Background: an optimization exercise with open tools, aiming at a short achievable clock period and few clock cycles. Do not read the settings as production practice.
Function was checked by simulation only, so behaviour that the tests miss may differ from the original.
Power is estimated from default activity; no workload was simulated.

== rev 12 ==
## cpu
module cpu(clock, reset, imem_addr, imem_rdata, dmem_addr, dmem_we, dmem_wdata, dmem_rdata);
	input clock;
	input reset;
	output[11:0] imem_addr;
	input[15:0] imem_rdata;
	output[10:0] dmem_addr;
	output dmem_we;
	output[15:0] dmem_wdata;
	input[15:0] dmem_rdata;
	integer k;
	reg [10:0] pc;           
	reg [15:0] ir;
	reg        ir_v;         
	reg        x_add, x_sub, x_and, x_or, x_not, x_shl, x_shr;
	reg        x_ld, x_st, x_br;
	reg [1:0]  x_cond;
	reg [5:0]  x_imm;
	reg [2:0]  x_rd;         
	reg        x_alu;        
	reg        x_sh;         
	reg        x_ldw;        
	reg [7:0]  x_alo, x_blo, x_ahi, x_bhi;
	reg        x_fa1, x_fb1;  
	reg        x_fa2, x_fb2;  
	reg [15:0] x_sd;
	reg        x_sf1, x_sf2;  
	reg        x_pred;
	reg [10:0] x_base;       
	reg [10:0] x_tgt;        
	reg        x_kill;       
	reg        y_add, y_sub, y_and, y_or, y_not, y_shl, y_shr;
	reg        y_ld, y_st, y_br;
	reg        y_c0, y_c1, y_c2;  
	reg        y_zlo;        
	reg [5:0]  y_imm;
	reg [2:0]  y_rd;
	reg [7:1]  y_wo;         
	reg        y_alu, y_sh, y_ldw;
	reg [7:0]  y_lo;         
	reg        y_c, y_bc;    
	reg [7:0]  y_alo, y_blo, y_ahi, y_bhi;
	reg [10:0] y_addr;
	reg [15:0] y_sd;
	reg        y_pred;
	reg        y_late;       
	reg [10:0] y_base;
	reg [10:0] y_tgt;        
	reg [7:1]  w_wo;
	reg [15:0] w_val;
	reg [15:0] rf [1:7];
	wire [3:0] op  = ir[15:12];
	wire [2:0] f_rd  = ir[11:9];
	wire [2:0] f_rs1 = ir[8:6];
	wire [2:0] f_rs2 = ir[5:3];
	wire [3:0] f_op = imem_rdata[15:12];
	wire f_rr  = (f_op >= 4'd1) && (f_op <= 4'd8);
	wire f_inv = (f_op == 4'd0) || (f_op >= 4'd13) ||
		(f_op == 4'd12 && (imem_rdata[11] || (imem_rdata[10] && imem_rdata[9]))) ||
		(f_rr && (imem_rdata[2:0] != 3'b0));
	reg pd_rr, pd_addi, pd_ld, pd_st, pd_br, pd_inv, pd_sh, pd_use1, pd_use2;
  ...
For scale: roughly 2,300 cells after synthesis, ~390 flip-flops, ~74 I/O pins.
Settings: LEC_CHECK=0, ABC_CLOCK_PERIOD_IN_PS=2000, CAP_MARGIN=20, CORE_MARGIN=2, CORE_UTILIZATION=40, SETUP_SLACK_MARGIN=4, SLEW_MARGIN=20; clock period 6.0 ns.
run.sh (not shown) runs the stock make flow with config.mk's settings and CLKGATE_MAP_FILE= SYNTH_SCRIPT=/design/flow/synth_recipe.tcl, a recipe that flattens the netlist after the stock synthesis.
Rev 12 reached the end of the flow, and the finished layout is clean on the timing, design-rule and antenna checks.
Testbench counts of rev 12, summed over its fixed seeds: cycles 63,595.
The following lists how rev 13 was set up differently from rev 12:
--- a/flow/design.v
+++ b/flow/design.v
@@ -46,12 +46,13 @@
 	reg        y_late;       
 	reg [10:0] y_base;
 	reg [10:0] y_tgt;        
 	reg [7:1]  w_wo;
 	reg [15:0] w_val;
 	reg [15:0] rf [1:7];
+	reg [7:1]  zf;           
 	wire [3:0] op  = ir[15:12];
 	wire [2:0] f_rd  = ir[11:9];
 	wire [2:0] f_rs1 = ir[8:6];
 	wire [2:0] f_rs2 = ir[5:3];
 	wire [3:0] f_op = imem_rdata[15:12];
 	wire f_rr  = (f_op >= 4'd1) && (f_op <= 4'd8);
@@ -68,21 +69,37 @@
 	wire d_br   = ir_v && pd_br;
 	wire d_sh   = ir_v && pd_sh;
 	wire d_wr   = rr || d_addi || d_ld;             
 	wire use1   = ir_v && pd_use1;
 	wire use2   = ir_v && pd_use2;
 	wire [15:0] imm = {{10{ir[5]}}, ir[5:0]};
-	wire d_pred = d_br && (ir[5] || (f_rs1 == 3'd0 && ir[10:9] != 2'd1));
 	wire x_w = x_rd != 3'd0 && !x_kill;
 	wire y_w = y_rd != 3'd0;
 	wire p1_1 = x_w && f_rs1 == x_rd;
 	wire p1_2 = x_w && f_rs2 == x_rd;
 	wire p1_3 = x_w && f_rd  == x_rd;
 	wire p2_1 = !p1_1 && y_w && f_rs1 == y_rd;
 	wire p2_2 = !p1_2 && y_w && f_rs2 == y_rd;
 	wire p2_3 = !p1_3 && y_w && f_rd  == y_rd;
+	wire [7:0] zfv = {zf, 1'b1};
+	wire [7:0] sgv;
+	assign sgv[0] = 1'b0;
+	genvar gz;
+	generate for (gz = 1; gz < 8; gz = gz + 1) begin : sgg
+		assign sgv[gz] = rf[gz][15];
+	end endgenerate
+	wire [7:0] w_wo8 = {w_wo, 1'b0};
+	wire x_lz = (x_alo ^ x_blo) == {x_alo[6:0] | x_blo[6:0], 1'b0};
+	wire d_z = zfv[f_rs1];
+	wire d_n = sgv[f_rs1];
+	wire d_guess = p1_1 && x_alu && x_add;
+	wire d_known = !p1_1 && !p2_1 && !w_wo8[f_rs1];
+	wire d_tk = ir[10:9] == 2'd0 ? d_z : ir[10:9] == 2'd1 ? (!d_n && !d_z) : (d_n || d_z);
+	wire pred1 = d_br && (d_guess ? ir[10:9] != 2'd1 : d_known ? d_tk : ir[5]);
+	wire pred0 = d_br && (d_guess ? ir[10:9] == 2'd1 : d_known ? d_tk : ir[5]);
+	wire d_pred = x_lz ? pred1 : pred0;
 	reg stall_r;
 	wire stall = stall_r;
 	wire d_wsh = d_sh && f_rd != 3'd0;           
 	wire d_wld = d_ld && f_rd != 3'd0;           
 	wire d_wany = d_wr && f_rd != 3'd0;
 	wire f_mem  = f_op == 4'd10 || f_op == 4'd11;
@@ -142,13 +159,16 @@
 	always @* begin
 		pc_inc[0] = ~pc[0];
 		for (k = 1; k < 11; k = k + 1)
 			pc_inc[k] = pc[k] ^ (&(pc | ~((11'd1 << k) - 11'd1)));
 	end
 	wire [10:0] d_tgt = pc + {{5{ir[5]}}, ir[5:0]};
-	wire [10:0] pc_norm = (stall || d_inv) ? pc : d_pred ? d_tgt : pc_inc;
+	wire [10:0] pc_hold = (stall || d_inv) ? pc : pc_inc;
+	wire [10:0] norm1 = (pred1 && !stall) ? d_tgt : pc_hold;
+	wire [10:0] norm0 = (pred0 && !stall) ? d_tgt : pc_hold;
+	wire [10:0] pc_norm = x_lz ? norm1 : norm0;
 	wire [10:0] pc_next = a_zero ? (rd1 ? nx1 : pc_norm) : (rd0 ? nx0 : pc_norm);
 	assign imem_addr = {pc, 1'b0};
 	wire [15:0] rv [0:7];
 	assign rv[0] = 16'd0;
 	genvar g;
 	generate for (g = 1; g < 8; g = g + 1) begin : rvg
@@ -177,17 +197,17 @@
 	wire [7:0] b_hi = rr ? r2[15:8] : imm[15:8];
 	wire y_log = y_and | y_or | y_not;
 	always @(posedge clock) begin
 		if (reset) begin
 			pc <= 11'd0;
 			ir <= 16'h0000;      
+			stall_r <= 1'b0;
 			pd_rr <= 1'b0; pd_addi <= 1'b0; pd_ld <= 1'b0; pd_st <= 1'b0; pd_br <= 1'b0;
 			pd_inv <= 1'b1; pd_sh <= 1'b0; pd_use1 <= 1'b0; pd_use2 <= 1'b0;
 			pd_add <= 1'b0; pd_sub <= 1'b0; pd_and <= 1'b0; pd_or <= 1'b0;
 			pd_not <= 1'b0; pd_shl <= 1'b0; pd_shr <= 1'b0;
-			stall_r <= 1'b0;
 			ir_v <= 1'b1;
 			x_add <= 1'b0; x_sub <= 1'b0; x_and <= 1'b0; x_or <= 1'b0;
 			x_not <= 1'b0; x_shl <= 1'b0; x_shr <= 1'b0;
 			x_ld <= 1'b0; x_st <= 1'b0; x_br <= 1'b0;
 			x_rd <= 3'd0; x_alu <= 1'b0; x_sh <= 1'b0; x_ldw <= 1'b0; x_kill <= 1'b0;
 			y_add <= 1'b0; y_sub <= 1'b0; y_and <= 1'b0; y_or <= 1'b0;
@@ -248,14 +268,16 @@
 			y_ld <= x_ld && !x_kill; y_st <= x_st && !x_kill; y_br <= x_br && !x_kill;
 			y_rd <= x_kill ? 3'd0 : x_rd;
 			y_wo <= x_kill ? 7'd0 : (8'd1 << x_rd) >> 1;
 			y_alu <= x_alu && !x_kill; y_sh <= x_sh && !x_kill; y_ldw <= x_ldw && !x_kill;
 			w_wo <= y_wo;
 			for (k = 1; k < 8; k = k + 1)
-				if (w_wo[k])
+				if (w_wo[k]) begin
 					rf[k] <= w_val;
+					zf[k] <= w_val == 16'd0;
+				end
 		end
 		x_cond <= ir[10:9];
 		x_imm  <= ir[5:0];
 		x_alo  <= a_lo;
 		x_blo  <= b_lo;
 		x_ahi  <= a_hi;
Notes after the runs:
- Rev 12 and rev 13 ended up with roughly the same post-synthesis share of cell area spent on and, or, nand and nor gates.
- Summary of rev 13 over rev 12: synthesized cell count went up 29; maximum fanout encountered on the critical timing path went up by 1.
- Summary of the comparison: routed wire length is higher in rev 13, relative to rev 12.
- The lower measured slew at the worst slew-check pin came out of rev 12.
- Delta (rev 13 minus rev 12): power saw an increase, number of rows created at floorplan saw an increase, critical path depth saw little to no change.
- [rev 13 vs rev 12] critical path data required time: higher in rev 13
- Against rev 12, rev 13 reports a count of antenna diodes in the layout that is lower.
- On period utilization: rev 13 sits above rev 12.
- Rev 13 packs its core more tightly than rev 12.
- Setup slack delta for rev 13 relative to rev 12: 0.20 ns lower
- Of rev 12 and rev 13, rev 12 shows the higher compound-cell area share of the yosys netlist, with rev 13 below it.
Testbench counts of rev 13, summed over its fixed seeds: cycles 61,784.

[re-timing with driven ports]
In the flow no input, the clock included, has a driving cell. The finished layouts below were timed again as built, in two steps. Step 1 assumes that a clkbuf_16 drives the clock port and a buf_2 every other input. Step 2 times the ports against the registers' clock, not the clock port: input delays grow and output delays shrink by t, the midpoint of the rising clock arrivals with the driver on. a / b / c = ideal / step 1 / step 2; a / b = the first two.
| run | t (ns) | slack for setup (ns) | worst setup path at the end | worst register clock-pin slew, ns |
|---|---|---|---|---|
| rev 12 | 0.630 | 3.536 / 3.536 / 3.417 | input to register | 0.07 / 0.07 |
| rev 13 | 0.639 | 3.339 / 3.339 / 2.891 | input to register | 0.07 / 0.07 |
After both steps setup and hold are still met in every run listed. The setup slack of rev 13, which loses most, moves by 0.000 ns with the drivers and by -0.448 ns with both steps.
